This is an optimization exercise on Yosys and OpenROAD, whose aim is small area, a short achievable clock period and few clock cycles, not a production implementation.
In this exercise RTL edits were held to simulation tests only and were not proved equivalent to the original.
Power and IR drop assume default switching activity.

==> flow/design.v <==
module shiftregbit(clk,reset,b,valid,out);
   input logic clk;
   input logic reset;
   input logic b;
   input logic valid;
   parameter W = 32;
   output logic [W-1:0] out;
   always_ff@(posedge clk)
     begin
	if(reset)
	  out <= 'd0;
	else if(valid)
	  out <= {out[W-2:0], b};
     end
endmodule
module divider(clk,
	       reset,
	       srcA,
	       srcB,
	       rob_ptr_in,
	       prf_ptr_in,
	       is_signed_div,
	       is_rem,
	       start_div,
	       y,
	       rob_ptr_out,
	       prf_ptr_out,
	       ready,
	       complete
	       );
   input logic clk;
   input logic reset;
   input logic [31:0] srcA;
   input logic [31:0] srcB;
   input logic [5-1:0] rob_ptr_in;
   input logic [6-1:0] prf_ptr_in;
   input logic 	      is_signed_div;
   input logic 	      is_rem;
   input logic 	      start_div;
   output logic [63:0] y;
   output logic [5-1:0] rob_ptr_out;
   output logic [6-1:0] prf_ptr_out;
   output logic        ready;
   output logic        complete;
   localparam logic [2:0] IDLE = 3'd0,
			  N1   = 3'd1,
			  N2   = 3'd2,
			  ITER = 3'd3,
			  FIX  = 3'd4,
			  DONE = 3'd5;
   logic [2:0] r_state, n_state;
   logic [31:0] r_R, n_R;    
   logic [31:0] r_D, n_D;    
   logic [31:0] r_Q, n_Q;    
   logic [4:0] 	r_cnt, n_cnt;  
   logic 	r_triv, n_triv;  
   logic 	r_bz, n_bz;      
   logic 	r_sa, n_sa, r_sb, n_sb, r_is_rem, n_is_rem;
   logic [5-1:0] r_rob_ptr, n_rob_ptr;
   logic [6-1:0] r_prf_ptr, n_prf_ptr;
   function automatic [5:0] lzc32(input [31:0] x);
      logic [15:0] z1; logic [15:0] c1;
      logic [7:0]  z2; logic [15:0] c2;
      logic [3:0]  z3; logic [11:0] c3;
      logic [1:0]  z4; logic [7:0]  c4;
      logic [4:0]  c5;
      integer i;
      begin
	 for (i = 0; i < 16; i = i + 1)
	   begin
	      z1[i] = !(x[2*i+1] | x[2*i]);
	      c1[i] = !x[2*i+1];
	   end
	 for (i = 0; i < 8; i = i + 1)
	   begin
	      z2[i] = z1[2*i+1] & z1[2*i];
	      c2[2*i +: 2] = z1[2*i+1] ? {1'b1, c1[2*i]} : {1'b0, c1[2*i+1]};
	   end
	 for (i = 0; i < 4; i = i + 1)
	   begin
	      z3[i] = z2[2*i+1] & z2[2*i];
	      c3[3*i +: 3] = z2[2*i+1] ? {1'b1, c2[4*i +: 2]} : {1'b0, c2[4*i+2 +: 2]};
	   end
	 for (i = 0; i < 2; i = i + 1)
	   begin
	      z4[i] = z3[2*i+1] & z3[2*i];
	      c4[4*i +: 4] = z3[2*i+1] ? {1'b1, c3[6*i +: 3]} : {1'b0, c3[6*i+3 +: 3]};
	   end
	 c5 = z4[1] ? {1'b1, c4[3:0]} : {1'b0, c4[7:4]};
	 lzc32 = (z4[1] & z4[0]) ? 6'd32 : {1'b0, c5};
      end
   endfunction
   function automatic [31:0] neg32(input [31:0] x, input c);
      logic [31:0] p;
      integer l, i;
      begin
	 p = x;
	 for (l = 0; l < 5; l = l + 1)
	   for (i = 0; i < 32; i = i + 1)
	     if (i[l])
	       p[i] = p[i] | p[((i >> (l+1)) << (l+1)) + (1 << l) - 1];
	 neg32 = x ^ ({p[30:0], 1'b0} & {32{c}});
      end
   endfunction
   logic 	idle, accept, negq;
   logic 	t_sa, t_sb;
   logic [5:0] 	t_k;
   logic [32:0] t_diff;
   logic 	t_ge;
   always_ff@(posedge clk)
     begin
	if(reset)
	  r_state <= IDLE;
	else
	  r_state <= n_state;
	r_R <= n_R;
	r_D <= n_D;
	r_Q <= n_Q;
	r_cnt <= n_cnt;
	r_triv <= n_triv;
	r_bz <= n_bz;
	r_sa <= n_sa;
	r_sb <= n_sb;
	r_is_rem <= n_is_rem;
	r_rob_ptr <= n_rob_ptr;
	r_prf_ptr <= n_prf_ptr;
     end
   always_comb
     begin
	negq = r_sa ^ r_sb;
	complete = (r_state == DONE) | ((r_state == N2) & r_triv & !r_sa);
	idle = (r_state == IDLE) | complete;
	ready = idle & !start_div;
	accept = idle & start_div;
	y = {r_R, r_is_rem ? r_R : r_Q};
	rob_ptr_out = r_rob_ptr;
	prf_ptr_out = r_prf_ptr;
	t_sa = is_signed_div & srcA[31];
	t_sb = is_signed_div & srcB[31];
	t_k = lzc32(r_D) - lzc32(r_R);
	t_diff = {1'b0, r_R} - {1'b0, r_D};
	t_ge = !t_diff[32];
	n_state = r_state;
	n_R = r_R;
	n_D = r_D;
	n_Q = r_Q;
	n_cnt = r_cnt;
	n_triv = r_triv;
	n_bz = r_bz;
	n_sa = r_sa;
	n_sb = r_sb;
	n_is_rem = r_is_rem;
	n_rob_ptr = r_rob_ptr;
	n_prf_ptr = r_prf_ptr;
	case (r_state)
	  N1:
	    begin
	       n_cnt = t_k[4:0];
	       n_triv = r_bz | !t_ge;
	       if (r_bz)
		 n_Q = {{31{!r_sa}}, 1'b1};
	       else if (!t_ge)
		 n_Q = 32'd0;
	       else
		 begin
		    n_Q = {32{negq}};
		    if (negq)
		      n_R = t_diff[31:0];
		 end
	       n_state = N2;
	    end
	  N2:
	    begin
	       if (r_triv)
		 begin
		    n_R = neg32(r_R, 1'b1);
		    n_state = r_sa ? DONE : IDLE;
		 end
	       else
		 begin
		    n_D = r_D << r_cnt;
		    n_state = ITER;
		 end
	    end
	  ITER:
	    begin
	       if (t_ge)
		 n_R = t_diff[31:0];
	       n_Q = {r_Q[30:0], t_ge ^ negq};
	       n_D = r_D >> 1;
	       n_cnt = r_cnt - 5'd1;
	       if (r_cnt == 5'd0)
		 n_state = r_sa ? FIX : DONE;
	    end
	  FIX:
	    begin
	       n_R = neg32(r_R, 1'b1);
	       n_state = DONE;
	    end
	  DONE:
	    n_state = IDLE;
	  default:
	    begin
	    end
	endcase
	if (accept)
	  begin
	     n_state = N1;
	     n_R = neg32(srcA, t_sa);
	     n_D = neg32(srcB, t_sb);
	     n_bz = (srcB == 32'd0);
	     n_sa = t_sa;
	     n_sb = t_sb;
	     n_is_rem = is_rem;
	     n_rob_ptr = rob_ptr_in;
	     n_prf_ptr = prf_ptr_in;
	  end
     end
endmodule
==> flow/run.sh <==
#!/bin/bash
# synth_recipe.tcl (not shown) runs the flow's synth.tcl, then flattens the netlist and writes it again
# the make line also repeats each setting of config.mk as NAME=value (left out here)
make -C /OpenROAD-flow-scripts/flow DESIGN_CONFIG=/design/flow/config.mk WORK_HOME=/design/flow/orfs CLKGATE_MAP_FILE= SYNTH_SCRIPT=/design/flow/synth_recipe.tcl finish
==> flow/config.mk <==
export PLATFORM = sky130hd
export DESIGN_NAME = divider
export DESIGN_NICKNAME = divider
export VERILOG_FILES = /design/flow/design.v
export SDC_FILE = /design/flow/constraint.sdc
export NUM_CORES = 4
export LEC_CHECK = 0
export CAP_MARGIN = 20
export CORE_MARGIN = 2
export CORE_UTILIZATION = 40
export SLEW_MARGIN = 20
==> flow/constraint.sdc <==
create_clock -name core_clock -period 6.0 [get_ports {clk}]
set_input_delay 1.2000 -clock core_clock [delete_from_list [all_inputs] [get_ports {clk}]]
set_output_delay 1.2000 -clock core_clock [all_outputs]
set_load 0.01 [all_outputs]
==> metrics.md, run 1 <==
| Metric | Value |
|---|---|
| Outcome | no timing/DRC/antenna violations |
| Die Area | 29800 um^2 |
| Logic pwr share | 54.5% |
| Vias | 10659 |
| PostCTS Resize Cnt | 0 |
| Internal cell power | 0.00346 W |
| Critical path capture point type | register |
| Top post-synthesis cells by count | nand2_1 (124), edfxtp_1 (117), a21oi_1 (113) |
| Num CTS Buffers | 17 |
| Post-synth top area share | 30.9% |
| Async SR Flop Fraction | 0% |
| Final Net Count | 1533 |
| H-tree depth | 4 |
| Worst-skew pair later-pin latency | 0.43 ns |
| Setup TNS | 0 ns |
| Actual slew at the worst max-slew pin | 0.865 ns |
| Number of synthesized register bits | 120 |
| Unrepaired setup endpoints after global routing | false |
| Number of flops mapped to enable cells by yosys | 117 |
| First-pass GRT wire length | 57000 um |
| Total Routing Usage GR | 23.6% |
| Storage element area | 3570 um^2 |
| Seq/Total Area, Yosys | 31.4% |
| Largest net degree at the start of global routing | 60 |
| GRT overflow | 0 |
| Clock sink total | 120 |
| R2R Setup Slk | 2.04 ns |
| Min-delay src | r_Q[15] |
| Max_cap viols | 0 |
| Final WS setup | 1.69 ns |
| Wire per inst | 20.0 um |
| Multi-input logic area | 7280 um^2 |
| # setup viols final | 0 |
| Clk_skew | 0.0113 ns |
| Port Buffers | 156 |
| Period minus WS final | 4.31 ns |
| Drt first pass iters | 5 |
| Via density | 5.93 |
| CP Launch Type | input pin |
| DRC violations left | 0 |
| Largest area contributor in the netlist | edfxtp_1 |
| R2R depth | 15 |
| Pre-CTS WS | 1.24 ns |
| Main flop type after synthesis | edfxtp_1 |
| Hold Fails Final Rpt | 0 |
| Die Width | 173 um |
| PD cells | 435 nW/um^2 |
| Ys Warns | 1 |
| Syn Inst Count | 1291 |
| Height of the die | 173 um |
| Sw frac | 42.7% |
| Worst reg2reg startpoint | r_R[1] |
| Layout filler cell count | 2676 |
| Initial Util | 40.8% |
| Sequential Power Share | 27.2% |
| Post-route antenna net violation count | 0 |
| Critical path type | input pin to register |
| Clk network pwr share | 18.3% |
| Reg2Reg Capture Point | r_cnt[4] |
| Total Routed Length | 36000 um |
| Synth area leaders | edfxtp_1 (31%), xor2_1 (5.2%), a21oi_1 (5.0%) |
| Clock Path Buffers | 2 |
| Crit-path max FO | 7 |
| Antenna Cells | 0 |
| Hold/Removal Path Class | register to register |
| Max Freq | 0.232 GHz |
| VDD IR-drop max | 0.165 mV |
| Hold Crit Depth | 1 |
| Worst-path clk slew | 0.06 ns |
| Distinct cells, synth | 76 |
| Pleak | 5.35 nW |
| Layout cell share with drive strength beyond 1 | 9.58% |
| Core footprint | 27900 um^2 |
| Antenna violations before repair | 0 |
| I/O Pins | 157 |
| Syn nets | 1417 |
| Crit share post-route | 71.8% |
| Pins Over Slew Limit | 0 |
| CTS tree | built |
| Standard-cell row count | 61 |
| Syn avg cell area | 8.82 um^2 |
| Mapped Area | 11400 um^2 |
| Vias in the first global route | 10208 |
| Hold Buf Count CTS | 0 |
| Worst hold path endpoint | r_Q[16] |
| Post-CTS Setup Bufs | 0 |
| Final HPWL DP | 26400 um |
| Count leader, synth | nand2_1 |
| Root buffer cell | clkbuf_16 |
| 1st-iter DRT viols | 1120 |
| Sw power | 0.00258 W |
| Worst Path Arrival | 4.48 ns |
| Req. time, crit path | 6.17 ns |
| Max transition margin | 42.2% |
| P&R area growth vs syn | 22.1% |
| Gp weighted congestion | 0.913 |
==> layer usage <==
metal  wire (um)  vias to the layer above  part of all wire, %  GRT usage [%]
li1            -                     5108                    -              -
met2       16900                      379                   47           38.2
met5           0                        -                    0              0
met1       16400                     5123                   46           32.6
met4         572                        0                  1.6           6.74
met3        2110                       49                  5.9           4.16
==> per-stage QoR <==
stage / util (%) / cells / area, um^2 / hold WS (ns) / total power [W]
floorplan: - / 1291 / 11400 / 0.517 / 0.00378
finish: 49.8 / 1798 / 13900 / 0.547 / 0.00605
detailed placement: 47.5 / 1765 / 13300 / 0.531 / 0.00490
global route: 49.8 / 1798 / 13900 / 0.554 / 0.00644
CTS: 49.7 / 1797 / 13900 / 0.548 / 0.00603
global placement: 47.5 / 1765 / 13300 / 0.525 / 0.00487
==> worst max-delay path: stages <==
cell             delay, ns
clkdlybuf4s50_1       0.48
or4_4                 0.57
or3_4                 0.37
and4bb_4              0.41
nand3b_4              0.10
or4_4                 0.48
or4_4                 0.53
a211oi_2              0.25
nor3b_2               0.06
==> how the worst max path moves through the flow <==
stage / start / endpoint / slack (ns) / cells after the start
final: srcB[1] / r_D[30] / 1.69 / 9
after global placement: srcB[1] / r_D[30] / 1.29 / 9
after global routing: srcB[1] / r_D[30] / 1.61 / 9
after floorplan: srcB[1] / r_D[30] / 1.85 / 9
after detailed placement: srcB[1] / r_D[30] / 1.24 / 9
after CTS: srcB[1] / r_D[30] / 1.70 / 9
==> cells by family after synthesis <==
group	synth area share [%]
buf+inv	4.88
mux	10.9
xor+xnor	7.92
compound gates	23.6
flops	31.4
simple gates	16.1
fa+ha+maj	5.19
==> power groups by stage <==
stage | sequential (W) | clock [W] | combinational (W)
detailed placement | 0.00166 | 0 | 0.00325
global placement | 0.00166 | 0 | 0.00322
floorplan | 0.00151 | 0 | 0.00227
finish | 0.00164 | 0.00111 | 0.00330
global route | 0.00167 | 0.00115 | 0.00362
CTS | 0.00164 | 0.00112 | 0.00327
==> registers in the layout, summed over array words and instances (netlist names) <==
name,flops
r_prf_ptr,6
r_sb,1
r_cnt,5
r_Q,32
r_D,32
r_bz,1
r_is_rem,1
r_triv,1
r_R,32
r_rob_ptr,5
r_sa,1
r_state,3
==> layout make-up <==
cell class / count / share of cell area (%)
Clock buffer: 18 / 3.09
Clock inverter: 14 / 1.30
Inverter: 69 / 1.87
Multi-Input combinational cell: 1025 / 52.4
Sequential cell: 120 / 25.7
Tap cell: 378 / 3.40
Timing Repair Buffer: 174 / 12.2
==> layout by cell type (no fill, tap or decap), drive strengths merged, types with 37 or more instances in the layout <==
master	instances
o21ai	78
nand2	124
a21o	46
edfxtp	117
inv	67
nor3	37
mux2	41
nor2	105
a21oi	113
xor2	67
clkdlybuf4s50	156
ha	44
Testbench counts, summed over its fixed seeds: cycles 20,765.
==> inputs of run 2 (changes only) <==
--- a/flow/config.mk
+++ b/flow/config.mk
@@ -7,2 +7,3 @@
 export LEC_CHECK = 0
+export ABC_AREA = 1
 export CAP_MARGIN = 20
@@ -10,2 +11,3 @@
 export CORE_UTILIZATION = 40
+export SETUP_SLACK_MARGIN = 3.0
 export SLEW_MARGIN = 20
==> metrics.md, run 2 <==
| Metric | Value |
|---|---|
| Outcome | no timing/DRC/antenna violations |
| Syn nets | 2142 (+51%) |
| Gp weighted congestion | 0.967 (+6.0%) |
| Via density | 5.53 (-6.7%) |
| Max_cap viols | 0 (unchanged) |
| Crit share post-route | 50.7% (-21 points) |
| Pleak | 7.69 nW (+44%) |
| Post-synth top area share | 27.6% (-3.2 points) |
| Setup TNS | 0 ns (unchanged) |
| Main flop type after synthesis | edfxtp_1 |
| Pins Over Slew Limit | 0 (unchanged) |
| Number of flops mapped to enable cells by yosys | 117 (unchanged) |
| CTS tree | built |
| CP Launch Type | register |
| Async SR Flop Fraction | 0% (unchanged) |
| Req. time, crit path | 6.19 ns (+0.02 ns) |
| Core footprint | 31400 um^2 (+12%) |
| DRC violations left | 0 (unchanged) |
| Number of synthesized register bits | 120 (unchanged) |
| VDD IR-drop max | 0.255 mV (+55%) |
| Final Net Count | 2359 (+54%) |
| Total Routing Usage GR | 31.1% (+7.4 points) |
| Seq/Total Area, Yosys | 28.1% (-3.3 points) |
| Die Area | 33200 um^2 (+11%) |
| Syn Inst Count | 2016 (+56%) |
| Commonest non-fill, non-tap cells in the layout | nand2_1 (649), inv_1 (257), o21ai_0 (168) |
| Max transition margin | 42.4% (+0.18 points) |
| Unrepaired setup endpoints after global routing | true |
| Clock sink total | 120 (unchanged) |
| Critical path type | register to register |
| Root buffer cell | clkbuf_16 |
| Standard-cell row count | 65 (+6.6%) |
| Num CTS Buffers | 17 (unchanged) |
| Period minus WS final | 3.04 ns (-1.27 ns) |
| Ys Warns | 1 (unchanged) |
| Post-Layout Cell Count | 2648 (+47%) |
| Layout cell share with drive strength beyond 1 | 12.7% (+3.2 points) |
| Vias in the first global route | 13169 (+29%) |
| Most common cell after layout, fill and taps aside | nand2_1 |
| Count leader, synth | nand2_1 |
| P&R area growth vs syn | 27.9% |
| Dpl cells | 2516 (+43%) |
| Top post-synthesis cells by count | nand2_1 (658), inv_1 (283), o21ai_0 (177) |
| Synth area leaders | edfxtp_1 (28%), nand2_1 (19%), inv_1 (8.4%) |
| Crit-path max FO | 4 (-3) |
| Antenna Cells | 0 (unchanged) |
| GRT overflow | 0 (unchanged) |
| Wire per inst | 20.0 um (-0.15%) |
| Height of the die | 182 um (+5.5%) |
| PD cells | 517 nW/um^2 (+19%) |
| R2R Setup Slk | 2.96 ns (+0.92 ns) |
| Antenna violations before repair | 0 (unchanged) |
| Clk_skew | 0.0114 ns (+0.000129 ns) |
| Port Buffers | 156 (unchanged) |
| Drt first pass iters | 6 (+1) |
| Max Freq | 0.329 GHz (+42%) |
| Syn avg cell area | 6.31 um^2 (-28%) |
| Mapped Area | 12700 um^2 (+12%) |
| Largest area contributor in the netlist | edfxtp_1 |
| Largest net degree at the start of global routing | 65 (+8.3%) |
| Worst-skew pair later-pin latency | 0.44 ns (about the same) |
| Min Hold Slack | 0.596 ns (+0.0495 ns) |
| Clock Path Buffers | 2 (unchanged) |
| Distinct cells, synth | 56 (-26%) |
| Hold/Removal Path Class | register to register |
| First-pass GRT wire length | 78700 um (+38%) |
| Final HPWL DP | 39100 um (+48%) |
| Initial Util | 40.5% (-0.25 points) |
| # setup viols final | 0 (unchanged) |
| Post-route antenna net violation count | 0 (unchanged) |
| Die Width | 182 um (+5.5%) |
| Hold Fails Final Rpt | 0 (unchanged) |
| Actual slew at the worst max-slew pin | 0.863 ns (-0.00295 ns) |
| Total Routed Length | 52900 um (+47%) |
| I/O Pins | 157 (unchanged) |
| Biggest regs | r_D: 32 flops, r_Q: 32 flops, r_R: 32 flops |
| Worst Path Arrival | 3.23 ns (-1.25 ns) |
| 1st-iter DRT viols | 1784 (+59%) |
| Worst-path clk slew | 0.07 ns (about the same) |
| H-tree depth | 4 (unchanged) |
| Vias | 14639 (+37%) |
| Critical path capture point type | register |
run 2: cell types whose count changed after synthesis, moves of 21 or more:
cell / before / now
a211oi_1: 30 / 7
a21o_1: 46 / 5
buf_2: 0 / 35
clkbuf_1: 64 / 23
inv_1: 68 / 283
mux2_2: 41 / 0
mux4_2: 24 / 0
nand2_1: 124 / 658
nand3_1: 18 / 152
nor2_1: 105 / 126
o21ai_0: 64 / 177
o21ai_1: 14 / 45
xnor2_1: 36 / 14
xor2_1: 67 / 26
run 2: path summary, 6_finish.rpt:
kind | start | endpoint | cells past startpoint
worst max-delay path | r_R[13] | r_cnt[4] | 15
worst min-delay path | r_Q[29] | r_Q[30] | 2
worst max register to register | r_R[13] | r_cnt[4] | 15
worst min register to register | r_Q[29] | r_Q[30] | 2
run 2: cell type report:
type,count,area [um^2]
inverters,295,1130
fillers,3179,15100
flip-flops and latches,120,3570
clock buffers,17,425
well taps,402,503
clock inverters,15,215
repair inverters,2,15.0
multi-input cells,1529,7970
repair buffers,268,2430
run 2: metal layers:
layer | global-route usage [%] | part of all wire [%] | up-vias | wire length, um
met2 | 45.3 | 41 | 821 | 21500
met4 | 9.61 | 3.0 | 0 | 1580
met3 | 5.49 | 11 | 78 | 5740
met5 | 0 | 0 | - | 0
met1 | 46.4 | 45 | 6688 | 24100
li1 | - | - | 7052 | -
run 2: power breakdown:
| group | switching [W] | total [W] | internal (W) |
|---|---|---|---|
| Combinational | 0.00352 | 0.00555 | 0.00203 |
| Clock | 0.000458 | 0.00116 | 0.000707 |
| Sequential | 0.000374 | 0.00169 | 0.00131 |
run 2: cells by family after synthesis:
logic type               count (synthesis)  share of synthesized area (%)
XOR/XNOR                                40                           2.75
buffers and inverters                  371                           11.9
AO/OA/AOI/OAI                          400                           17.4
AND/OR/NAND/NOR                       1032                           34.6
multiplexers                             7                          0.551
flip-flops                             120                           28.1
adder cells (fa/ha/maj)                 46                           4.64
run 2: repair_timing:
action / CTS / global route
pin swaps: 7 / 8
endpoints found under the setup margin: 170 / 99
hold buffers: 0 / 0
gates resized for setup: 105 / 38
setup buffers: 52 / 40
gates cloned: 6 / 2
run 2: critical path: stages, from the launching register on:
cell	delay, ns
edfxtp_1	0.54
nor2_1	0.22
nand2_1	0.18
nor2_4	0.13
inv_2	0.11
o221ai_4	0.23
o21ai_0	0.13
ha_1	0.23
fa_1	0.40
inv_1	0.07
a31oi_1	0.09
inv_1	0.06
nand2_1	0.07
nand3_1	0.08
nand2_1	0.05
o21a_1	0.20
run 2: metrics by stage:
| step | util (%) | power (W) | setup slack, ns | cell area (um^2) |
|---|---|---|---|---|
| floorplan | - | 0.00470 | 3.04 | 12700 |
| global placement | 46.2 | 0.00646 | 2.29 | 14500 |
| detailed placement | 46.2 | 0.00648 | 2.32 | 14500 |
| CTS | 50.4 | 0.00801 | 2.84 | 15800 |
| global route | 51.8 | 0.00897 | 2.80 | 16300 |
| finish | 51.8 | 0.00840 | 2.96 | 16300 |
==> inputs of run 3 (changes only) <==
--- a/flow/config.mk
+++ b/flow/config.mk
@@ -7,3 +7,2 @@
 export LEC_CHECK = 0
-export ABC_AREA = 1
 export CAP_MARGIN = 20
==> metrics.md, run 3 <==
| Metric | Value |
|---|---|
| Overall Power | 0.00681 W (-19%) |
| Seq/Total Area, Yosys | 31.4% (+3.3 points) |
| Storage element area | 3580 um^2 (+0.10%) |
| Mapped Area | 11400 um^2 (-10%) |
| Worst path top cell family by delay | simple AND/OR/NAND/NOR gates |
| Hold Fails Final Rpt | 0 (unchanged) |
| Top post-synthesis cells by count | nand2_1 (124), edfxtp_1 (117), a21oi_1 (113) |
| Max_cap viols | 0 (unchanged) |
| Hold/Removal Path Class | register to register |
| Critical path type | input pin to register |
| Wire per inst | 20.8 um (+4.1%) |
| Clk network pwr share | 16.1% (+2.2 points) |
| Die Width | 173 um (-5.3%) |
| # setup viols final | 0 (unchanged) |
| Actual slew at the worst max-slew pin | 0.847 ns (-0.0151 ns) |
| Multi-input logic area | 8030 um^2 (+0.83%) |
| Reg2Reg Capture Point | r_Q[5] |
| I/O Pins | 157 (unchanged) |
| VDD IR-drop max | 0.189 mV (-26%) |
| Height of the die | 173 um (-5.3%) |
| Number of flops mapped to enable cells by yosys | 117 (unchanged) |
| H-tree depth | 4 (unchanged) |
| Synth Area in Simple Gates | 16.1% (-18 points) |
| Ys Warns | 1 (unchanged) |
| P&R area growth vs syn | 39.5% |
| Layout cell share with drive strength beyond 1 | 28.1% (+15 points) |
| Post-Layout Cell Count | 1953 (-26%) |
| Worst Path Arrival | 3.91 ns (+0.68 ns) |
| Drt first pass iters | 6 (unchanged) |
| CTS tree | built |
| Dpl cells | 1763 (-30%) |
| Outcome | no timing/DRC/antenna violations |
| Layout filler cell count | 2527 (-21%) |
| CP Cell Sequence | buf_6 > or4_4 > or3_4 > and4bb_4 > nand3b_4 > or4_4 > or4_4 > a211oi_2 > nor3b_2 |
| Pleak | 6.36 nW (-17%) |
| Mux contribution to synthesized area | 10.9% (+10 points) |
| Critical path launch point | srcB[3] |
| Max Freq | 0.268 GHz (-18%) |
| Sequential Power Share | 22.1% (+2.0 points) |
| Final HPWL DP | 26000 um (-33%) |
| Synth area leaders | edfxtp_1 (31%), xor2_1 (5.2%), a21oi_1 (5.0%) |
| Async SR Flop Fraction | 0% (unchanged) |
| Core footprint | 27900 um^2 (-11%) |
| Root buffer cell | clkbuf_16 |
| Clock Path Buffers | 2 (unchanged) |
| Worst setup path end | r_D[30] |
| Post-route antenna net violation count | 0 (unchanged) |
| Commonest non-fill, non-tap cells in the layout | buf_4 (149), nand2_1 (121), edfxtp_1 (117) |
| Via density | 5.97 (+8.0%) |
| DRC violations left | 0 (unchanged) |
| XOR/XNOR share of the synthesized area | 7.92% (+5.2 points) |
| Crit share post-route | 62.1% (+11 points) |
| R2R Setup Slk | 2.72 ns (-0.24 ns) |
| Worst-skew pair later-pin latency | 0.44 ns (about the same) |
| Worst path bufs/invs | 1 (-2) |
| Internal cell power | 0.00386 W (-4.7%) |
| Antenna violations before repair | 0 (unchanged) |
| Vias | 11656 (-20%) |
| Period minus WS final | 3.73 ns (+0.689 ns) |
| Cell count along the critical path | 9 (-6) |
| Logic pwr share | 61.8% (-4.3 points) |
| Largest family of logic cells by synthesized area | compound AO/OA/AOI/OAI gates |
| Gp weighted congestion | 0.916 (-5.3%) |
| Pins Over Slew Limit | 0 (unchanged) |
| Antenna Cells | 0 (unchanged) |
| Port Buffers | 156 (unchanged) |
| Worst-path clk slew | 0.07 ns (about the same) |
| Syn nets | 1417 (-34%) |
| Max transition margin | 43.5% (+1.1 points) |
| CP Launch Type | input pin |
| Hold Buf Count CTS | 0 (unchanged) |
| Largest area contributor in the netlist | edfxtp_1 |
| Distinct cells, synth | 76 (+36%) |
| Count leader, synth | nand2_1 |
| R2R depth | 16 (+1) |
| Synth Area in Adders | 5.19% (+0.54 points) |
| Final Net Count | 1688 (-28%) |
| Worst reg2reg startpoint | r_R[0] |
| Most common cell after layout, fill and taps aside | buf_4 |
| Setup TNS | 0 ns (unchanged) |
| Die Area | 29800 um^2 (-10%) |
| Clk_skew | 0.0143 ns (+0.00282 ns) |
| Post-synth top area share | 30.9% (+3.2 points) |
| Standard-cell row count | 61 (-6.2%) |
| Clock sink total | 120 (unchanged) |
| 1st-iter DRT viols | 1065 (-40%) |
| Initial Util | 40.8% (+0.25 points) |
| Total Routing Usage GR | 25.8% (-5.3 points) |
| Slowest CP cell | or4_4 |
| Most frequent CP cell | or4_4 |
| Vias in the first global route | 11035 (-16%) |
| Syn Inst Count | 1291 (-36%) |
| Unrepaired setup endpoints after global routing | true |
| Sw power | 0.00295 W (-32%) |
| Num CTS Buffers | 17 (unchanged) |
| Main flop type after synthesis | edfxtp_1 |
| Crit-path max FO | 4 (unchanged) |
| PD cells | 429 nW/um^2 (-17%) |
| Req. time, crit path | 6.18 ns (about the same) |
| Synth Area in Compound Gates | 23.6% (+6.2 points) |
| Number of synthesized register bits | 120 (unchanged) |
| GRT overflow | 0 (unchanged) |
| Critical path capture point type | register |
| Largest net degree at the start of global routing | 74 (+14%) |
| First-pass GRT wire length | 61500 um (-22%) |
| Sw frac | 43.3% (-8.5 points) |
| Biggest regs | r_D: 32 flops, r_Q: 32 flops, r_R: 32 flops |
| Syn avg cell area | 8.82 um^2 (+40%) |
| Total Routed Length | 40700 um (-23%) |
| Worst path max stage delay | 0.54 ns (about the same) |
run 3: cell count changes after synthesis, sizes merged, moves of 40 or more:
cell,before,now
buf,53,13
o21ai,229,78
nand2,669,124
nand3,156,18
mux2,0,41
xor2,26,67
clkbuf,23,64
inv,295,68
a21o,5,46
run 3: worst min path at each step:
stage | from | endpoint | slack (ns) | cells after the start
after detailed placement | r_Q[17] | r_Q[18] | 0.53 | 1
after global placement | r_Q[24] | r_Q[25] | 0.52 | 1
after global routing | r_Q[16] | r_Q[17] | 0.56 | 1
after floorplan | r_Q[9] | r_Q[10] | 0.52 | 1
final | r_Q[24] | r_Q[25] | 0.54 | 1
after CTS | r_Q[16] | r_Q[17] | 0.55 | 1
run 3: layer usage:
layer	GRT usage, %	wire length [um]	part of all wire, %	vias up
met5	0	0	0	-
met4	8.86	1160	2.9	0
met3	4.64	3060	7.5	86
met2	41.8	19000	47	490
met1	34.8	17500	43	5649
li1	-	-	-	5431
run 3: layout make-up:
type	count	share of cell area [%]
clock buffers	18	2.70
clock inverters	14	1.09
inverters	69	1.68
multi-input cells	1028	50.6
flip-flops and latches	120	22.5
well taps	378	2.98
repair buffers	325	18.4
repair inverters	1	0.0473
run 3: power by group through the flow:
stage	Clock (W)	Sequential (W)	Combinational, W
2_1_floorplan	0	0.00151	0.00231
3_3_place_gp	0	0.00167	0.00324
3_5_place_dp	0	0.00166	0.00326
4_1_cts	0.00111	0.00152	0.00384
5_1_grt	0.00114	0.00152	0.00453
6_report	0.00110	0.00151	0.00421
run 3: cell families after synthesis:
family,after synthesis
compound gates,407
simple gates,380
buf+inv,146
flops,120
xor+xnor,103
mux,89
fa+ha+maj,46
run 3: timing repair:
item | CTS | global route
cloned | 6 | 3
setup buffers | 93 | 55
resized for setup | 171 | 114
pin swaps | 51 | 61
endpoints found under the setup margin | 164 | 132
run 3: per-stage QoR:
stage	hold WS (ns)	worst slack, ns	area, um^2	util (%)
2_1_floorplan	0.516	1.92	11600	-
3_3_place_gp	0.522	1.36	13400	48.0
3_5_place_dp	0.534	1.29	13400	48.0
4_1_cts	0.546	2.13	15200	54.4
5_1_grt	0.560	2.21	15900	56.9
6_report	0.536	2.27	15900	56.9
==> inputs of run 4 (changes only) <==
--- a/flow/config.mk
+++ b/flow/config.mk
@@ -9,3 +9,4 @@
 export CORE_MARGIN = 2
-export CORE_UTILIZATION = 40
+export CORE_UTILIZATION = 60
+export PLACE_DENSITY = 0.75
 export SETUP_SLACK_MARGIN = 3.0
==> metrics.md, run 4 <==
| Metric | Value |
|---|---|
| Via density | 7.20 (+21%) |
| Number of flops mapped to enable cells by yosys | 117 (unchanged) |
| Syn avg cell area | 8.82 um^2 (unchanged) |
| Total Routing Usage GR | 41.6% (+16 points) |
| Hold Crit Depth | 1 (unchanged) |
| Ys Warns | 1 (unchanged) |
| Clock sink total | 120 (unchanged) |
| Core footprint | 18600 um^2 (-33%) |
| Worst reg2reg startpoint | r_R[2] |
| Antenna violations before repair | 0 (unchanged) |
| Pins Over Slew Limit | 0 (unchanged) |
| Worst Path Arrival | 3.94 ns (+0.03 ns) |
| Num CTS Buffers | 17 (unchanged) |
| Pleak | 6.49 nW (+2.0%) |
| PD cells | 458 nW/um^2 (+6.8%) |
| Max Freq | 0.265 GHz (-1.0%) |
| Antenna Cells | 0 (unchanged) |
| Vias in the first global route | 11637 (+5.5%) |
| Final HPWL DP | 25000 um (-3.9%) |
| Height of the die | 142 um (-18%) |
| Final WS setup | 2.23 ns (-0.0392 ns) |
| R2R Setup Slk | 2.38 ns (-0.34 ns) |
| Period minus WS final | 3.77 ns (+0.0392 ns) |
| Layout cell share with drive strength beyond 1 | 30.5% (+2.4 points) |
| Vias | 13239 (+14%) |
| Crit-path max FO | 4 (unchanged) |
| Final Cell Area | 16100 um^2 (+1.5%) |
| Clock Path Buffers | 2 (unchanged) |
| CP Launch Type | input pin |
| Drt first pass iters | 10 (+4) |
| Syn nets | 1417 (unchanged) |
| Standard-cell row count | 50 (-18%) |
| Count leader, synth | nand2_1 |
| Worst hold path endpoint | r_Q[29] |
| Top post-synthesis cells by count | nand2_1 (124), edfxtp_1 (117), a21oi_1 (113) |
| Largest net degree at the start of global routing | 49 (-34%) |
| 1st-iter DRT viols | 2128 (+100%) |
| Final Net Count | 1717 (+1.7%) |
| Post-synth top area share | 30.9% (unchanged) |
| Max_cap viols | 0 (unchanged) |
| Util after Layout | 86.4% (+30 points) |
| Pre-CTS WS | 1.29 ns (+0.000150 ns) |
| Number of synthesized register bits | 120 (unchanged) |
| Crit share post-route | 62.8% (+0.65 points) |
| Syn Inst Count | 1291 (unchanged) |
| Main flop type after synthesis | edfxtp_1 |
| Largest area contributor in the netlist | edfxtp_1 |
| Synth area leaders | edfxtp_1 (31%), xor2_1 (5.2%), a21oi_1 (5.0%) |
| Root buffer cell | clkbuf_16 |
| GRT overflow | 0 (unchanged) |
| I/O Pins | 157 (unchanged) |
| Most common cell after layout, fill and taps aside | buf_4 |
| Gp weighted congestion | 0.963 (+5.2%) |
| Outcome | no timing/DRC/antenna violations |
| Port Buffers | 156 (unchanged) |
| Overall Power | 0.00738 W (+8.4%) |
| Dpl cell area | 13200 um^2 (-1.4%) |
| Worst-skew pair later-pin latency | 0.44 ns (about the same) |
| Total Routed Length | 46900 um (+15%) |
| H-tree depth | 4 (unchanged) |
| Worst-path clk slew | 0.06 ns (about the same) |
| Min-delay src | r_Q[28] |
| Reg2Reg Capture Point | r_Q[5] |
| Die Width | 142 um (-18%) |
| # setup viols final | 0 (unchanged) |
| Unrepaired setup endpoints after global routing | true |
| Hold/Removal Path Class | register to register |
| Actual slew at the worst max-slew pin | 0.865 ns (+0.0173 ns) |
| Async SR Flop Fraction | 0% (unchanged) |
| Hold Buf Count CTS | 0 (unchanged) |
| Biggest regs | r_D: 32 flops, r_Q: 32 flops, r_R: 32 flops |
| Setup TNS | 0 ns (unchanged) |
| Post-route antenna net violation count | 0 (unchanged) |
| Layout filler cell count | 980 (-61%) |
| Max transition margin | 42.4% (-1.2 points) |
| Mapped Area | 11400 um^2 (unchanged) |
| VDD IR-drop max | 0.337 mV (+79%) |
| CTS tree | built |
| Wire per inst | 25.5 um (+23%) |
| Seq/Total Area, Yosys | 31.4% (unchanged) |
| Hold Fails Final Rpt | 0 (unchanged) |
| Critical path type | input pin to register |
| Initial Util | 61.1% (+20 points) |
| First-pass GRT wire length | 64600 um (+5.1%) |
| Req. time, crit path | 6.17 ns (about the same) |
| Distinct cells, synth | 76 (unchanged) |
| DRC violations left | 0 (unchanged) |
| Die Area | 20100 um^2 (-33%) |
| Commonest non-fill, non-tap cells in the layout | buf_4 (163), nand2_1 (117), edfxtp_1 (117) |
| Clk_skew | 0.0124 ns (-0.00184 ns) |
| P&R area growth vs syn | 41.5% |
| Critical path capture point type | register |
| R2R depth | 14 (-2) |
## run 4: cell count changes in the layout (fill, tap and decap cells not counted), moves of 7 or more
cell / change
buf_6: +10
clkdlybuf4s15_1: -7
buf_4: +14
dlygate4sd2_1: +11
clkbuf_2: -8
ha_4: +7
## run 4: cell type report
cell class / instances / area (um^2) / area share [%]
multi-input cells: 1030 / 8210 / 50.9
repair buffers: 351 / 3170 / 19.7
clock buffers: 18 / 429 / 2.66
clock inverters: 14 / 150 / 0.932
repair inverters: 2 / 12.5 / 0.0776
flip-flops and latches: 120 / 3580 / 22.2
well taps: 234 / 293 / 1.82
inverters: 69 / 273 / 1.69
## run 4: cells by family (layout without fill, tap and decap cells)
family          count (synthesis)  count (layout)  share of synthesized area (%)
mux                            89              89                           10.9
fa+ha+maj                      46              46                           5.19
simple gates                  380             382                           16.1
buf+inv                       146             454                           4.88
xor+xnor                      103             103                           7.92
compound gates                407             410                           23.6
flops                         120             120                           31.4
## run 4: power breakdown
group	leakage [nW]	internal (W)	switching, W
clock network	0.267	0.000613	0.000437
registers	1.15	0.00125	0.000277
logic	5.07	0.00222	0.00259
total	6.49	0.00408	0.00331
## run 4: worst max-delay path by stage
stage | start | to | slack, ns | depth (start not counted)
final | srcB[3] | r_D[30] | 2.23 | 9
after CTS | srcB[3] | r_D[30] | 2.14 | 9
after floorplan | srcB[1] | r_D[30] | 1.92 | 9
after global placement | srcB[1] | r_D[30] | 1.36 | 9
after global routing | srcB[11] | r_D[30] | 2.20 | 9
after detailed placement | srcB[1] | r_D[30] | 1.29 | 9
## run 4: stage by stage
stage | std cells | hold slack (ns)
detailed placement | 1617 | 0.536
CTS | 1775 | 0.550
global route | 1838 | 0.577
global placement | 1617 | 0.519
floorplan | 1291 | 0.516
finish | 1838 | 0.548
## run 4: metal layers
metal  share of wire (%)  GRT usage (%)  routed length, um  vias up
met5                   0              0                  0        -
met4                 7.1           20.3               3340        0
met3                  14           13.1               6450      346
met2                  44           64.5              20500     1252
met1                  35           53.0              16600     6157
li1                    -              -                  -     5484
## run 4: repair_timing
action / 4_1_cts / 5_1_grt
setup endpoints to repair: 163 / 127
gates cloned: 10 / 1
gates resized for setup: 219 / 106
hold endpoints to repair: 0 / 0
pin swaps: 73 / 84
buffers inserted: 116 / 62
## run 4: critical path, cell delays in order
cell and delay [ns]:
buf_6 0.09, or4_4 0.53, or3_4 0.41, and4bb_4 0.42, nand3b_4 0.09, or4_4 0.44, or4_4 0.45, a211oi_2 0.23
nor3b_2 0.07
==> inputs of run 5 (changes only) <==
==> flow/flow/run.sh (new file) <==
#!/bin/bash
# The standard layout, except that the port buffers are buf_2 cells in
# place of the clkdlybuf4s50_1 delay cells that buffer_ports picks by default.
# Each step's full output goes to a log file of its own in this folder.
set -euo pipefail
bash standard.sh synth > synth.log 2>&1
bash standard.sh "BUFFER_PORTS_ARGS=-buffer_cell sky130_fd_sc_hd__buf_2" finish > layout.log 2>&1
==> flow/standard.sh (new file) <==
#!/bin/bash
# synth_recipe.tcl (not shown) runs the flow's synth.tcl, then flattens the netlist and writes it again
# the make line also repeats each setting of config.mk as NAME=value (left out here)
make -C /OpenROAD-flow-scripts/flow DESIGN_CONFIG=/design/flow/config.mk WORK_HOME=/design/flow/orfs CLKGATE_MAP_FILE= SYNTH_SCRIPT=/design/flow/synth_recipe.tcl "${@:-finish}"
--- a/flow/config.mk
+++ b/flow/config.mk
@@ -9,4 +9,3 @@
 export CORE_MARGIN = 2
-export CORE_UTILIZATION = 60
-export PLACE_DENSITY = 0.75
+export CORE_UTILIZATION = 40
 export SETUP_SLACK_MARGIN = 3.0
removed: flow/run.sh
==> metrics.md, run 5 <==
| Metric | Value |
|---|---|
| Outcome | no timing/DRC/antenna violations |
| Vias in the first global route | 10826 (-7.0%) |
| Count leader, synth | nand2_1 |
| Crit-path max FO | 5 (+1) |
| Most common cell after layout, fill and taps aside | buf_2 |
| Largest net degree at the start of global routing | 48 (-2.0%) |
| Hold/Removal Path Class | register to register |
| Ys Warns | 1 (unchanged) |
| Max_cap viols | 0 (unchanged) |
| Port Buffers | 156 (unchanged) |
| Initial Util | 40.8% (-20 points) |
| Layout filler cell count | 2583 (+160%) |
| Actual slew at the worst max-slew pin | 0.845 ns (-0.0199 ns) |
| Dpl cells | 1763 (+9.0%) |
| Setup TNS | 0 ns (unchanged) |
| Drt first pass iters | 5 (-5) |
| Post-Layout Cell Count | 1934 (+5.2%) |
| Hold Buf Count CTS | 0 (unchanged) |
| Post-route antenna net violation count | 0 (unchanged) |
| Number of synthesized register bits | 120 (unchanged) |
| Gp weighted congestion | 0.896 (-7.0%) |
| Util after Layout | 53.9% (-33 points) |
| CTS tree | built |
| Distinct cells, synth | 76 (unchanged) |
| Worst Path Arrival | 3.91 ns (-0.03 ns) |
| Standard-cell row count | 61 (+22%) |
| Async SR Flop Fraction | 0% (unchanged) |
| Wire per inst | 20.6 um (-19%) |
| Post-synth top area share | 30.9% (unchanged) |
| Pleak | 6.14 nW (-5.3%) |
| Syn Inst Count | 1291 (unchanged) |
| Critical path capture point type | register |
| Antenna violations before repair | 0 (unchanged) |
| # setup viols final | 0 (unchanged) |
| Num CTS Buffers | 17 (unchanged) |
| Final Cell Area | 15100 um^2 (-6.6%) |
| First-pass GRT wire length | 60700 um (-6.0%) |
| Commonest non-fill, non-tap cells in the layout | buf_2 (152), buf_4 (132), nand2_1 (120) |
| P&R area growth vs syn | 32.2% |
| Final Net Count | 1669 (-2.8%) |
| VDD IR-drop max | 0.196 mV (-42%) |
| Die Width | 173 um (+22%) |
| Critical path type | input pin to register |
| Max transition margin | 43.7% (+1.3 points) |
| Syn nets | 1417 (unchanged) |
| Layout cell share with drive strength beyond 1 | 35.2% (+4.7 points) |
| Clock Path Buffers | 2 (unchanged) |
| Total Routed Length | 39800 um (-15%) |
| Root buffer cell | clkbuf_16 |
| Main flop type after synthesis | edfxtp_1 |
| PD cells | 449 nW/um^2 (-1.9%) |
| Final HPWL DP | 25900 um (+3.4%) |
| Hold Crit Depth | 1 (unchanged) |
| DRC violations left | 0 (unchanged) |
| Via density | 6.01 (-17%) |
| Req. time, crit path | 6.18 ns (about the same) |
| GRT overflow | 0 (unchanged) |
| Mapped Area | 11400 um^2 (unchanged) |
| Seq/Total Area, Yosys | 31.4% (unchanged) |
| Top post-synthesis cells by count | nand2_1 (124), edfxtp_1 (117), a21oi_1 (113) |
| Pins Over Slew Limit | 0 (unchanged) |
| CP Launch Type | input pin |
| Largest area contributor in the netlist | edfxtp_1 |
| Clock sink total | 120 (unchanged) |
| Worst-skew pair later-pin latency | 0.44 ns (about the same) |
| Height of the die | 173 um (+22%) |
| Total Routing Usage GR | 25.6% (-16 points) |
| R2R depth | 16 (+2) |
| Crit share post-route | 62.3% (-0.55 points) |
| Biggest regs | r_D: 32 flops, r_Q: 32 flops, r_R: 32 flops |
| H-tree depth | 4 (unchanged) |
| Vias | 11619 (-12%) |
| Syn avg cell area | 8.82 um^2 (unchanged) |
| 1st-iter DRT viols | 1231 (-42%) |
| Antenna Cells | 0 (unchanged) |
| Die Area | 29800 um^2 (+48%) |
| Worst-path clk slew | 0.06 ns (about the same) |
| Hold Fails Final Rpt | 0 (unchanged) |
| Period minus WS final | 3.74 ns (-0.0328 ns) |
| Number of flops mapped to enable cells by yosys | 117 (unchanged) |
| Clk_skew | 0.0104 ns (-0.00202 ns) |
| Synth area leaders | edfxtp_1 (31%), xor2_1 (5.2%), a21oi_1 (5.0%) |
| Core footprint | 27900 um^2 (+50%) |
| Dpl cell area | 12600 um^2 (-4.5%) |
| I/O Pins | 157 (unchanged) |
| Max Freq | 0.268 GHz (+0.88%) |
| Unrepaired setup endpoints after global routing | true |
[run 5: cell counts after synthesis]
No cell type changed its count.
[run 5: critical path, cell delays in order]
cell and delay [ns]:
buf_8 0.09, or4_4 0.54, or3_4 0.37, and4bb_4 0.36
nand3b_4 0.08, or4_4 0.45, or4_4 0.52, a211oi_2 0.23
nor3b_2 0.07
[run 5: worst paths after layout]
| path | startpoint | endpoint | slack, ns |
|---|---|---|---|
| min | r_Q[29] | r_Q[30] | 0.54 |
| min reg2reg | r_Q[29] | r_Q[30] | 0.54 |
| max | srcB[1] | r_D[30] | 2.26 |
| max reg2reg | r_D[2] | r_Q[1] | 2.74 |
[run 5: cell type report]
cell class	count	area, um^2	share of cell area, %
well taps	378	473	3.14
repair buffers	308	2110	14.0
clock buffers	17	425	2.83
repair inverters	1	7.51	0.0499
clock inverters	15	203	1.35
multi-input cells	1026	7990	53.1
flip-flops and latches	120	3570	23.7
inverters	69	277	1.84
[run 5: metal layers]
metal	vias up	GRT usage, %	share of wire [%]
met3	97	3.45	7.0
met5	-	0	0
li1	5379	-	-
met2	589	41.5	48
met4	0	10.9	3.4
met1	5554	34.3	42
[run 5: what timing repair did]
item / CTS / global route
buffers inserted: 102 / 32
resized for setup: 88 / 69
cloned: 3 / 2
endpoints found under the setup margin: 124 / 108
pin swaps: 30 / 59
[run 5: cell families (layout without fill, tap and decap cells)]
kind of cell               Yosys count  in the layout  synth area share [%]
and+or+nand+nor                    380            380                  16.1
buffers and inverters              146            410                  4.88
xor gates and xnor gates           103            103                  7.92
adders and majority gates           46             46                  5.19
AOI/OAI and AO/OA                  407            408                  23.6
muxes                               89             89                  10.9
DFF                                120            120                  31.4
[run 5: report_power, final]
group / total, W / switching, W / internal (W)
combinational: 0.00413 / 0.00224 / 0.00189
sequential: 0.00152 / 0.000271 / 0.00125
clock: 0.00112 / 0.000422 / 0.000695
[run 5: through the flow]
stage	worst slack (ns)	total power, W	hold slack (ns)
detailed placement	1.70	0.00473	0.533
finish	2.26	0.00676	0.541
global placement	1.73	0.00470	0.520
floorplan	1.92	0.00382	0.516
CTS	2.27	0.00642	0.546
global route	2.23	0.00718	0.563
==> inputs of run 6 (changes only) <==
--- a/flow/config.mk
+++ b/flow/config.mk
@@ -7,2 +7,3 @@
 export LEC_CHECK = 0
+export ABC_AREA = 1
 export CAP_MARGIN = 20
@@ -10,3 +11,3 @@
 export CORE_UTILIZATION = 40
-export SETUP_SLACK_MARGIN = 3.0
+export SETUP_SLACK_MARGIN = 3.5
 export SLEW_MARGIN = 20
==> metrics.md, run 6 <==
| Metric | Value |
|---|---|
| Outcome | no timing/DRC/antenna violations |
| GRT overflow | 0 (unchanged) |
| Hold/Removal Path Class | register to register |
| Async SR Flop Fraction | 0% (unchanged) |
| Vias in the first global route | 13937 (+29%) |
| Num CTS Buffers | 17 (unchanged) |
| PD cells | 529 nW/um^2 (+18%) |
| Number of synthesized register bits | 120 (unchanged) |
| Mapped Area | 12700 um^2 (+12%) |
| Root buffer cell | clkbuf_16 |
| Worst-path clk slew | 0.06 ns (about the same) |
| Multi-input logic area | 9110 um^2 (+14%) |
| DRC violations left | 0 (unchanged) |
| Util after Layout | 56.2% (+2.3 points) |
| Drt first pass iters | 6 (+1) |
| Layout filler cell count | 3005 (+16%) |
| Syn nets | 2142 (+51%) |
| Worst Path Arrival | 3.12 ns (-0.79 ns) |
| Worst-skew pair later-pin latency | 0.45 ns (about the same) |
| Die Width | 182 um (+5.5%) |
| CP Cell Sequence | inv_2 > nand2_4 > nor3_4 > nand4_4 > buf_6 > buf_12 > a21oi_1 > ha_1 > nand2_1 > nand2_1 > a31oi_4 > nand2_1 > nand3_2 > nand2_2 > o21a_1 |
| Clock sink total | 120 (unchanged) |
| Seq/Total Area, Yosys | 28.1% (-3.3 points) |
| Clk_skew | 0.0126 ns (+0.00222 ns) |
| Storage element area | 3570 um^2 (about the same) |
| Post-Layout Cell Count | 2721 (+41%) |
| Gp weighted congestion | 0.966 (+7.7%) |
| Distinct cells, synth | 56 (-26%) |
| Critical path capture point type | register |
| Period minus WS final | 2.92 ns (-0.817 ns) |
| Worst reg2reg startpoint | r_D[30] |
| DRT met1 WL | 24000 um (+44%) |
| Largest area contributor in the netlist | edfxtp_1 |
| Top Metal Used | met4 |
| Pins Over Slew Limit | 0 (unchanged) |
| Post-route antenna net violation count | 0 (unchanged) |
| Req. time, crit path | 6.21 ns (+0.03 ns) |
| Dpl cells | 2512 (+42%) |
| Reg2Reg Capture Point | r_cnt[4] |
| R2R depth | 15 (-1) |
| Standard-cell row count | 65 (+6.6%) |
| Layout cell share with drive strength beyond 1 | 30.5% (-4.7 points) |
| Number of flops mapped to enable cells by yosys | 117 (unchanged) |
| Worst path bufs/invs | 3 (+2) |
| Critical path type | register to register |
| Max_cap viols | 0 (unchanged) |
| Total Routed Length | 56900 um (+43%) |
| Synth area leaders | edfxtp_1 (28%), nand2_1 (19%), inv_1 (8.4%) |
| VDD IR-drop max | 0.267 mV (+37%) |
| Hold Crit Depth | 2 (+1) |
| 1st-iter DRT viols | 1823 (+48%) |
| Unrepaired setup endpoints after global routing | true |
| Total Routing Usage GR | 32.8% (+7.3 points) |
| Wire per inst | 20.9 um (+1.7%) |
| I/O Pins | 157 (unchanged) |
| Max Freq | 0.343 GHz (+28%) |
| Count leader, synth | nand2_1 |
| CTS tree | built |
| First-pass GRT wire length | 82100 um (+35%) |
| Syn Inst Count | 2016 (+56%) |
| P&R area growth vs syn | 38.6% |
| Vias | 15378 (+32%) |
| Clock Path Buffers | 2 (unchanged) |
| CP Launch Type | register |
| Setup TNS | 0 ns (unchanged) |
| Core footprint | 31400 um^2 (+12%) |
| H-tree depth | 4 (unchanged) |
| Antenna Cells | 0 (unchanged) |
| Height of the die | 182 um (+5.5%) |
| Most frequent CP cell | nand2_1 |
| Final Net Count | 2432 (+46%) |
| Ys Warns | 1 (unchanged) |
| Syn avg cell area | 6.31 um^2 (-28%) |
| Slowest CP cell | edfxtp_1 |
| Worst hold path endpoint | r_state[2] |
| R2R Setup Slk | 3.08 ns (+0.34 ns) |
| Die Area | 33200 um^2 (+11%) |
| Wire length on met2 | 24300 um (+28%) |
| Crit-path max FO | 3 (-2) |
| Initial Util | 40.5% (-0.25 points) |
| Most common cell after layout, fill and taps aside | nand2_1 |
| Met3 wire length | 6330 um (+130%) |
| Biggest regs | r_D: 32 flops, r_Q: 32 flops, r_R: 32 flops |
| Worst path max stage delay | 0.49 ns (-0.05 ns) |
| Worst path top cell family by delay | simple AND/OR/NAND/NOR gates |
| Max transition margin | 49.9% (+6.2 points) |
| Post-synth top area share | 27.6% (-3.2 points) |
| Hold Fails Final Rpt | 0 (unchanged) |
| Actual slew at the worst max-slew pin | 0.752 ns (-0.0929 ns) |
| Pleak | 8.34 nW (+36%) |
| Min-delay src | r_state[2] |
| Commonest non-fill, non-tap cells in the layout | nand2_1 (577), inv_1 (237), buf_2 (144) |
| Main flop type after synthesis | edfxtp_1 |
| Cell count along the critical path | 15 (+6) |
| # setup viols final | 0 (unchanged) |
| Port Buffers | 156 (unchanged) |
| Top post-synthesis cells by count | nand2_1 (658), inv_1 (283), o21ai_0 (177) |
| Largest net degree at the start of global routing | 64 (+33%) |
| Antenna violations before repair | 0 (unchanged) |
| Final HPWL DP | 39100 um (+51%) |
| Crit share post-route | 48.6% (-14 points) |
| Via density | 5.65 (-5.9%) |
[run 6: logic make-up after synthesis]
family	share of synthesized area, %
xor gates and xnor gates	2.75
buffers and inverters	11.9
AOI/OAI and AO/OA	17.4
and+or+nand+nor	34.6
muxes	0.551
adders and majority gates	4.64
DFF	28.1
[run 6: power breakdown]
group	total [W]	internal (W)	switching, W
clock network	0.00114	0.000697	0.000447
registers	0.00165	0.00131	0.000336
logic	0.00653	0.00251	0.00403
[run 6: routing by layer]
| layer | track usage (%) | vias to the layer above |
|---|---|---|
| li1 | - | 7212 |
| met1 | 45.7 | 7097 |
| met2 | 49.6 | 923 |
| met3 | 7.70 | 146 |
| met4 | 11.8 | 0 |
| met5 | 0 | - |
[run 6: timing repair]
item,4_1_cts,5_1_grt
setup endpoints to repair,172,191
setup buffers,106,54
endpoints found under the hold margin,0,0
cloned,15,2
resized for setup,250,212
hold buffers,0,0
pin swaps,67,60
[run 6: tightest hold or removal path: stages, from the launching register on]
cell,delay [ns]
dfxtp_2,0.37
a21oi_1,0.14
nor2_1,0.04
[run 6: how the worst max path moves through the flow]
stage,slack [ns],endpoint,startpoint
after floorplan,3.36,r_cnt[4],r_D[30]
after global placement,2.75,r_cnt[4],r_R[1]
after detailed placement,2.71,r_cnt[4],r_R[1]
after CTS,3.14,r_cnt[4],r_D[30]
after global routing,2.97,r_cnt[4],r_R[5]
final,3.08,r_cnt[4],r_D[30]
[run 6: layout make-up]
class	instances	share of cell area, %
inverters	295	6.54
flip-flops and latches	120	20.3
clock buffers	18	2.43
repair inverters	2	0.0710
well taps	402	2.85
clock inverters	14	1.11
multi-input cells	1532	51.7
repair buffers	338	15.0
[run 6: through the flow]
step | total power, W | setup WS (ns) | hold slack, ns | cell area, um^2
4_1_cts | 0.00827 | 3.14 | 0.599 | 16300
5_1_grt | 0.00985 | 2.97 | 0.625 | 17600
6_report | 0.00933 | 3.08 | 0.592 | 17600
3_3_place_gp | 0.00628 | 2.75 | 0.568 | 13800
2_1_floorplan | 0.00473 | 3.36 | 0.534 | 12800
3_5_place_dp | 0.00628 | 2.71 | 0.578 | 13800
==> inputs of run 7 (changes only) <==
--- a/flow/design.v
+++ b/flow/design.v
@@ -57,2 +57,3 @@
    logic 	r_bz, n_bz;      
+   logic 	r_qz, n_qz;      
    logic 	r_sa, n_sa, r_sb, n_sb, r_is_rem, n_is_rem;
@@ -105,3 +106,4 @@
    logic 	idle, accept, negq;
-   logic 	t_sa, t_sb;
+   logic 	t_sa, t_sb, t_bz, t_qz;
+   logic [31:0] t_ta, t_tb;
    logic [5:0] 	t_k;
@@ -121,2 +123,3 @@
 	r_bz <= n_bz;
+	r_qz <= n_qz;
 	r_sa <= n_sa;
@@ -130,3 +133,4 @@
 	negq = r_sa ^ r_sb;
-	complete = (r_state == DONE) | ((r_state == N2) & r_triv & !r_sa);
+	complete = (r_state == DONE) | ((r_state == N2) & r_triv & !r_sa) |
+		   ((r_state == N1) & r_qz & !r_sa);
 	idle = (r_state == IDLE) | complete;
@@ -139,2 +143,9 @@
 	t_sb = is_signed_div & srcB[31];
+	t_ta = srcA ^ {32{t_sa}};
+	t_tb = srcB ^ {32{t_sb}};
+	t_bz = (srcB == 32'd0);
+	t_qz = t_bz;
+	for (int m = 4; m < 32; m = m + 4)
+	  if (((t_ta >> m) == 32'd0) && ((t_tb >> (m + 1)) != 32'd0))
+	    t_qz = 1'b1;
 	t_k = lzc32(r_D) - lzc32(r_R);
@@ -149,2 +160,3 @@
 	n_bz = r_bz;
+	n_qz = r_qz;
 	n_sa = r_sa;
@@ -156,2 +168,8 @@
 	  N1:
+	    if (r_qz)
+	      begin
+		 n_R = neg32(r_R, 1'b1);
+		 n_state = r_sa ? DONE : IDLE;
+	      end
+	    else
 	    begin
@@ -210,3 +228,5 @@
 	     n_D = neg32(srcB, t_sb);
-	     n_bz = (srcB == 32'd0);
+	     n_bz = t_bz;
+	     n_qz = t_qz;
+	     n_Q = t_bz ? {{31{!t_sa}}, 1'b1} : 32'd0;
 	     n_sa = t_sa;
--- a/flow/config.mk
+++ b/flow/config.mk
@@ -11,3 +11,3 @@
 export CORE_UTILIZATION = 40
-export SETUP_SLACK_MARGIN = 3.5
+export SETUP_SLACK_MARGIN = 2.5
 export SLEW_MARGIN = 20
==> metrics.md, run 7 <==
| Metric | Value |
|---|---|
| Outcome | no timing/DRC/antenna violations |
| Hold/Removal Path Class | register to register |
| Post-Layout Cell Count | 2682 (-1.4%) |
| Synth Area in Simple Gates | 37.1% (+2.5 points) |
| Pins Over Slew Limit | 0 (unchanged) |
| Vias in the first global route | 13367 (-4.1%) |
| PD cells | 626 nW/um^2 (+18%) |
| Final HPWL DP | 40600 um (+4.0%) |
| Worst hold path endpoint | r_state[2] |
| Main flop type after synthesis | edfxtp_1 |
| Mapped Area | 13100 um^2 (+3.1%) |
| Seq/Total Area, Yosys | 27.5% (-0.61 points) |
| Crit share post-route | 55.6% (+7.0 points) |
| Final Net Count | 2353 (-3.2%) |
| Worst reg2reg startpoint | r_D[6] |
| Final Cell Area | 14800 um^2 (-16%) |
| Biggest regs | r_D: 32 flops, r_Q: 32 flops, r_R: 32 flops |
| Core footprint | 32400 um^2 (+3.1%) |
| Hold Crit Depth | 2 (unchanged) |
| Max_cap viols | 0 (unchanged) |
| Worst-path clk slew | 0.06 ns (about the same) |
| Commonest non-fill, non-tap cells in the layout | nand2_1 (678), inv_1 (274), nand3_1 (212) |
| CTS tree | built |
| Total Routed Length | 51500 um (-9.4%) |
| Dpl cells | 2646 (+5.3%) |
| DRC violations left | 0 (unchanged) |
| H-tree depth | 4 (unchanged) |
| Largest area contributor in the netlist | edfxtp_1 |
| R2R Setup Slk | 2.66 ns (-0.42 ns) |
| Period minus WS final | 3.34 ns (+0.418 ns) |
| Antenna Cells | 0 (unchanged) |
| Die Area | 34200 um^2 (+3.0%) |
| Port Buffers | 156 (unchanged) |
| Antenna violations before repair | 0 (unchanged) |
| Pleak | 7.32 nW (-12%) |
| Largest family of logic cells by synthesized area | simple AND/OR/NAND/NOR gates |
| XOR/XNOR share of the synthesized area | 3.27% (+0.52 points) |
| Unrepaired setup endpoints after global routing | true |
| Num CTS Buffers | 17 (unchanged) |
| Clock sink total | 121 (+0.83%) |
| Reg2Reg Capture Point | r_Q[15] |
| Crit-path max FO | 15 (+12) |
| Standard-cell row count | 66 (+1.5%) |
| Via density | 5.48 (-3.0%) |
| Clk_skew | 0.0129 ns (+0.000287 ns) |
| Number of flops mapped to enable cells by yosys | 118 (+0.85%) |
| P&R area growth vs syn | 13.2% |
| Synth Area in Adders | 4.50% (-0.14 points) |
| Number of synthesized register bits | 121 (+0.83%) |
| Top post-synthesis cells by count | nand2_1 (678), inv_1 (278), nand3_1 (212) |
| Drt first pass iters | 6 (unchanged) |
| Setup TNS | 0 ns (unchanged) |
| CP Launch Type | register |
| Syn avg cell area | 6.22 um^2 (-1.4%) |
| I/O Pins | 157 (unchanged) |
| Syn nets | 2233 (+4.2%) |
| First-pass GRT wire length | 77900 um (-5.2%) |
| 1st-iter DRT viols | 1489 (-18%) |
| Height of the die | 185 um (+1.5%) |
| # setup viols final | 0 (unchanged) |
| Total Routing Usage GR | 30.2% (-2.6 points) |
| Util after Layout | 45.8% (-10 points) |
| Max Freq | 0.300 GHz (-13%) |
| Hold Fails Final Rpt | 0 (unchanged) |
| Clock Path Buffers | 2 (unchanged) |
| Req. time, crit path | 6.18 ns (-0.03 ns) |
| Root buffer cell | clkbuf_16 |
| Async SR Flop Fraction | 0% (unchanged) |
| Count leader, synth | nand2_1 |
| Min-delay src | r_state[1] |
| Vias | 14703 (-4.4%) |
| Dpl cell area | 14200 um^2 (+2.9%) |
| Initial Util | 40.5% (about the same) |
| Post-synth top area share | 27.0% (-0.60 points) |
| Ys Warns | 1 (unchanged) |
| Die Width | 185 um (+1.5%) |
| Distinct cells, synth | 55 (-1.8%) |
| Synth Area in Compound Gates | 15.3% (-2.1 points) |
| GRT overflow | 0 (unchanged) |
| Syn Inst Count | 2107 (+4.5%) |
| Worst Path Arrival | 3.51 ns (+0.39 ns) |
| VDD IR-drop max | 0.258 mV (-3.4%) |
| Worst-skew pair later-pin latency | 0.44 ns (about the same) |
| Wire per inst | 19.2 um (-8.1%) |
| Layout cell share with drive strength beyond 1 | 12.3% (-18 points) |
| Layout filler cell count | 3546 (+18%) |
| Actual slew at the worst max-slew pin | 0.816 ns (+0.0635 ns) |
| Synth area leaders | edfxtp_1 (27%), nand2_1 (19%), nand3_1 (8.1%) |
| Hold Buf Count CTS | 0 (unchanged) |
| Largest net degree at the start of global routing | 66 (+3.1%) |
| Max transition margin | 45.6% (-4.2 points) |
| Post-route antenna net violation count | 0 (unchanged) |
| R2R depth | 15 (unchanged) |
| Mux contribution to synthesized area | 1.25% (+0.70 points) |
| Critical path type | register to register |
| Critical path capture point type | register |
| Most common cell after layout, fill and taps aside | nand2_1 |
| Gp weighted congestion | 0.948 (-1.8%) |
==> run 7: worst max path at each step <==
stage	cells past startpoint	end	slack, ns	startpoint
final	15	r_Q[15]	2.66	r_D[6]
after global routing	17	r_Q[27]	2.48	r_R[0]
after CTS	17	r_Q[19]	2.54	r_R[0]
after detailed placement	11	r_qz	2.23	is_signed_div
after global placement	11	r_qz	2.25	is_signed_div
after floorplan	16	r_cnt[4]	3.08	r_R[1]
==> run 7: through the flow <==
step,total power [W],worst slack [ns],hold slack (ns)
2_1_floorplan,0.00598,3.08,0.469
3_3_place_gp,0.00801,2.25,0.486
3_5_place_dp,0.00803,2.23,0.498
4_1_cts,0.00910,2.54,0.505
5_1_grt,0.0101,2.48,0.533
6_report,0.00929,2.66,0.499
==> run 7: critical path, stage by stage (launching register included) <==
cell      delay [ns]
edfxtp_1        0.43
inv_1           0.26
ha_1            0.35
nand2_1         0.16
inv_1           0.05
a21oi_1         0.14
nand2_1         0.15
nand3_1         0.13
nand3_1         0.17
a21oi_4         0.28
inv_1           0.10
ha_1            0.22
o21ai_4         0.22
nor2_2          0.20
a21oi_1         0.15
nand2_1         0.08
==> run 7: final cells by class <==
class	count	area [um^2]	area share [%]
Clock inverter	15	144	0.970
Multi-Input combinational cell	1625	8110	54.6
Inverter	288	1090	7.34
Timing Repair Buffer	174	916	6.17
Clock buffer	17	425	2.87
Sequential cell	121	3600	24.3
Tap cell	442	553	3.73
==> run 7: logic make-up (layout without fill, tap and decap cells) <==
logic type,Yosys count,after routing
adder cells (fa/ha/maj),46,46
AND/OR/NAND/NOR,1153,1154
flip-flops,121,121
multiplexers,15,15
buffers and inverters,362,494
XOR/XNOR,49,49
AO/OA/AOI/OAI,361,361
==> run 7: report_power, final <==
group / internal (W) / switching [W]
combinational: 0.00192 / 0.00423
sequential: 0.00158 / 0.000538
clock: 0.000578 / 0.000449
==> run 7: repair_timing <==
| item | in CTS | in global routing |
|---|---|---|
| setup endpoints to repair | 1 | 33 |
| endpoints found under the hold margin | 0 | 0 |
| resized for setup | 0 | 15 |
| setup buffers | 1 | 2 |
| pin swaps | 0 | 4 |
| gates cloned | 0 | 1 |
==> run 7: routing by layer <==
metal	global-route usage, %	part of all wire, %	vias to the layer above
li1	-	-	7189
met5	0	0	-
met1	42.7	44	6736
met4	12.5	3.6	0
met2	43.6	42	684
met3	7.71	10	94
Testbench counts of run 7, summed over its fixed seeds: cycles 19,775.

[what the ideal ports hide]
Ports are ideal in the flow. The routed layouts listed here were re-timed in OpenROAD.
Step 1, drivers: a clkbuf_16 drives clk and a buf_2 each remaining input, both assumed.
Step 2 adds t to the input delays and takes it off the output delays; t is the mean of the earliest and latest rising clock arrival at the registers after step 1. Input paths then give back, and output paths get back, about the clock's delay inside the block.
Slacks: ideal / step 1 / step 2; pairs: ideal / step 1.
run	shift t [ns]	slack for setup (ns)	hold WS [ns]	worst slew at a driven data input, ns
run 1	0.473	1.691 / 1.716 / 1.244	0.547 / 0.547 / 0.547	0.05
run 2	0.484	2.961 / 2.947 / 2.623	0.596 / 0.596 / 0.596	0.04
run 3	0.480	2.271 / 2.284 / 1.804	0.536 / 0.536 / 0.536	0.05
run 4	0.478	2.232 / 2.245 / 1.767	0.548 / 0.548 / 0.548	0.06
run 5	0.477	2.265 / 2.269 / 1.792	0.541 / 0.541 / 0.541	0.05
run 6	0.502	3.082 / 3.082 / 3.082	0.592 / 0.592 / 0.592	0.04
run 7	0.485	2.664 / 2.664 / 2.445	0.499 / 0.499 / 0.499	0.05
After both steps setup and hold are still met in every run listed. For run 5, which loses most, drivers alone change the setup slack by +0.004 ns; drivers and shift together by -0.473 ns.
